What follows belongs to an exercise in optimizing a design on an open flow for small area; a production flow would make more cautious choices. In this exercise RTL edits were held to simulation tests only and were not proved equivalent to the original.

Setup of south:
==> flow/design.v (excerpt) <==
module game_core (
    input  logic        Clk,
    input  logic        Reset,           
    input  logic        frame_clk,       
    input  logic [7:0]  keycode,
    input  logic [9:0]  DrawX,
    input  logic [9:0]  DrawY,
    output logic        is_ball,
    output logic [3:0]  is_enemy,
    output logic        is_platform,
    output logic        is_shield,
    output logic        is_punch,
    output logic [3:0]  is_attack,
    output logic [13:0] player_location,
    output logic [13:0] Ball_X,
    output logic [13:0] Ball_Y,
    output logic        ball_direction,
    output logic [55:0] enemy_loc,
    output logic [55:0] Enemy_X,
    output logic [55:0] Enemy_Y,
    output logic [3:0]  enemy_direction,
    output logic [3:0]  is_enemy_shield,
    output logic [3:0]  is_enemy_attack,
    output logic [2:0]  health_out,
    output logic        game_over,
    output logic [3:0]  dead,
    output logic        all_dead,
    output logic        changeFrame,
    output logic [13:0] left_bound
);
    logic frame_clk_delayed, fre;
    always_ff @(posedge Clk) begin
        frame_clk_delayed <= frame_clk;
        fre <= frame_clk & ~frame_clk_delayed;
    end
    logic       tick, can_move;
    logic [3:0] near;
    logic [10:0] dxp, dxm, dyp, dym;
    logic        dxlo, dylo;
    assign dxp  = {1'b0, DrawX} + 11'd20;
    assign dxm  = {1'b0, DrawX} - 11'd20;
    assign dxlo = (DrawX < 10'd20);
    assign dyp  = {1'b0, DrawY} + 11'd30;
    assign dym  = {1'b0, DrawY} - 11'd30;
    assign dylo = (DrawY < 10'd30);
    frameCounter frame_count (
        .Clk(Clk), .Reset(Reset), .fre(fre), .changeFrame(changeFrame), .tick(tick)
    );
    ball4 ball_instance (
  ...
clock: 25.0 ns
lec_check: 0
abc_area: 1
cap_margin: 10
core_margin: 2
core_utilization: 45
cts_cluster_diameter: 115
cts_cluster_size: 22
gpl_timing_driven: 0
place_density: 0.8
slew_margin: 10
standard.sh (not shown) runs the stock make flow with config.mk's settings and CLKGATE_MAP_FILE= SYNTH_SCRIPT=/design/flow/synth_recipe.tcl, a recipe that flattens the netlist after the stock synthesis.
==> flow/flow/run.sh <==
#!/bin/bash
# Own layout flow: the standard synthesis; then the combinational logic of
# the synthesized netlist is re-mapped for area with ABC (flip-flops are kept
# as they are: same instances, names and cells; several ABC random seeds are
# tried in parallel and the smallest netlist is kept); then the standard
# layout from floorplan to the final layout, with the smallest buffer on each
# port.  Each tool's output goes to a log file of its own in this folder.
set -euo pipefail
here=$(pwd)
flowdir=$here/flow
results=$here/orfs/results/${FLOW_PLATFORM}/game_core/base
lib=$FLOW_HOME/platforms/${FLOW_PLATFORM}/lib/sky130_fd_sc_hd__tt_025C_1v80.lib
yosys_bin=$FLOW_HOME/../tools/install/yosys/bin/yosys
[ -x "$yosys_bin" ] || yosys_bin=yosys

# 1. standard synthesis
bash standard.sh synth > $here/log_1_synth.txt 2>&1

# 2. area re-mapping of the combinational logic, in two passes; each pass
#    tries several ABC seeds in parallel and keeps the smallest netlist
du=""
for c in $(cat $flowdir/dontuse.txt); do du="$du -dont_use $c"; done
printf 'set_driving_cell sky130_fd_sc_hd__buf_1\nset_load 5\n' > $here/remap_abc.constr
remap_pass() {  # remap_pass NAME INPUT.v DSTIME SEEDS... ; leaves the best as NAME_best.v
  local name=$1 input=$2 dstime=$3; shift 3
  local s
  for s in "$@"; do
    sed "s/@SEED@/$s/; s/@TIME@/$dstime/" $flowdir/remap.abc > $here/${name}_$s.abc
    cat > $here/${name}_$s.ys <<EOY
read_liberty -ignore_miss_func $lib
blackbox $(tr '\n' ' ' < $flowdir/seqcells.txt)
read_verilog $input
hierarchy -top $FLOW_TOP
rename -hide c:_*
flatten
opt_clean -purge
abc -liberty $lib $du -script $here/${name}_$s.abc -constr $here/remap_abc.constr
opt_clean -purge
hilomap -singleton -hicell sky130_fd_sc_hd__conb_1 HI -locell sky130_fd_sc_hd__conb_1 LO
splitnets
opt_clean -purge
insbuf -buf sky130_fd_sc_hd__buf_4 A X
opt_clean -purge
tee -o $here/${name}_stat_$s.txt stat -liberty $lib
write_verilog -noattr -noexpr -nohex -nodec $here/${name}_out_$s.v
EOY
    $yosys_bin -s $here/${name}_$s.ys > $here/log_2_${name}_$s.txt 2>&1 &
  done
  wait
  local best="" bestarea="" a
  for s in "$@"; do
    a=$(sed -n "s/.*Chip area for module.*: \([0-9.]*\).*/\1/p" $here/${name}_stat_$s.txt 2>/dev/null | head -1)
    [ -n "$a" ] || continue
    if [ -z "$best" ] || awk "BEGIN{exit !($a < $bestarea)}"; then best=$s; bestarea=$a; fi
  done
  echo "$name: seed $best area $bestarea" >> $here/log_2_remap_choice.txt
  [ -n "$best" ]
  cp $here/${name}_out_$best.v $here/${name}_best.v
  echo "$bestarea" > $here/${name}_best_area.txt
}
cp $results/1_2_yosys.v $here/remap_in.v
remap_pass remap1 $here/remap_in.v 300 1 2 3 4 5 6 7 8 9 10 11 12
remap_pass remap2 $here/remap1_best.v 150 11 12 13 14 15 16 17 18
# keep the second pass only if it improved on the first
if awk "BEGIN{exit !($(cat $here/remap2_best_area.txt) < $(cat $here/remap1_best_area.txt))}"; then
  cp $here/remap2_best.v $results/1_2_yosys.v
else
  cp $here/remap1_best.v $results/1_2_yosys.v
fi
touch $results/1_2_yosys.v

# 3. standard layout from the re-mapped netlist
bash standard.sh BUFFER_PORTS_ARGS="-buffer_cell sky130_fd_sc_hd__buf_1" finish > $here/log_3_layout.txt 2>&1
Other scripts of this flow, unchanged in this note and not shown: flow/flow/dontuse.txt, flow/flow/remap.abc, flow/flow/seqcells.txt
Edits applied to the flow inputs when going from south to west:
Settings: GPL_TIMING_DRIVEN no longer set, was 0; PLACE_DENSITY now 0.6, was 0.8.
--- a/flow/flow/run.sh
+++ b/flow/flow/run.sh
@@ -58,13 +58,7 @@
   cp $here/${name}_out_$best.v $here/${name}_best.v
-  echo "$bestarea" > $here/${name}_best_area.txt
 }
 cp $results/1_2_yosys.v $here/remap_in.v
-remap_pass remap1 $here/remap_in.v 300 1 2 3 4 5 6 7 8 9 10 11 12
+remap_pass remap1 $here/remap_in.v 300 1 2 3 4 5 6 7 8
 remap_pass remap2 $here/remap1_best.v 150 11 12 13 14 15 16 17 18
-# keep the second pass only if it improved on the first
-if awk "BEGIN{exit !($(cat $here/remap2_best_area.txt) < $(cat $here/remap1_best_area.txt))}"; then
-  cp $here/remap2_best.v $results/1_2_yosys.v
-else
-  cp $here/remap1_best.v $results/1_2_yosys.v
-fi
+cp $here/remap2_best.v $results/1_2_yosys.v
 touch $results/1_2_yosys.v
==> notes.md <==
From south to west, number of rows in the core area did not move at all. In the flow results for west and south, the overall routed net length is larger on west. The number of non-clock inverters reported for west is greater than that of south by 6.0%. Row final area: west lower / south higher. west vs. south: initial antenna violation count went up by 3. Higher post-route clock period utilization was reported by south, not west.

port drivers added, routing unchanged:
How much do the figures lean on ideal ports? The routed layouts below were timed once more, with nothing changed but the port constraints. Step 1 sets driving cells, clkbuf_16 on the clock port and buf_2 on the other inputs (assumed; they add their load-dependent delay and slew). Step 2 times the ports against the registers' clock, not the clock port: input delays grow and output delays shrink by t, the midpoint of the rising clock arrivals with the driver on. Slacks: ideal ports / drivers / drivers and shift; pairs: ideal ports / drivers.
run	t, ns	slack for setup (ns)	worst setup path at the end
south	0.609	9.393 / 9.366 / 9.366	input to output
west	0.609	10.147 / 10.112 / 10.112	input to output
After both steps every run listed still meets setup and hold. The setup slack of west, which loses most, moves by -0.035 ns with the drivers and by -0.035 ns with both steps.
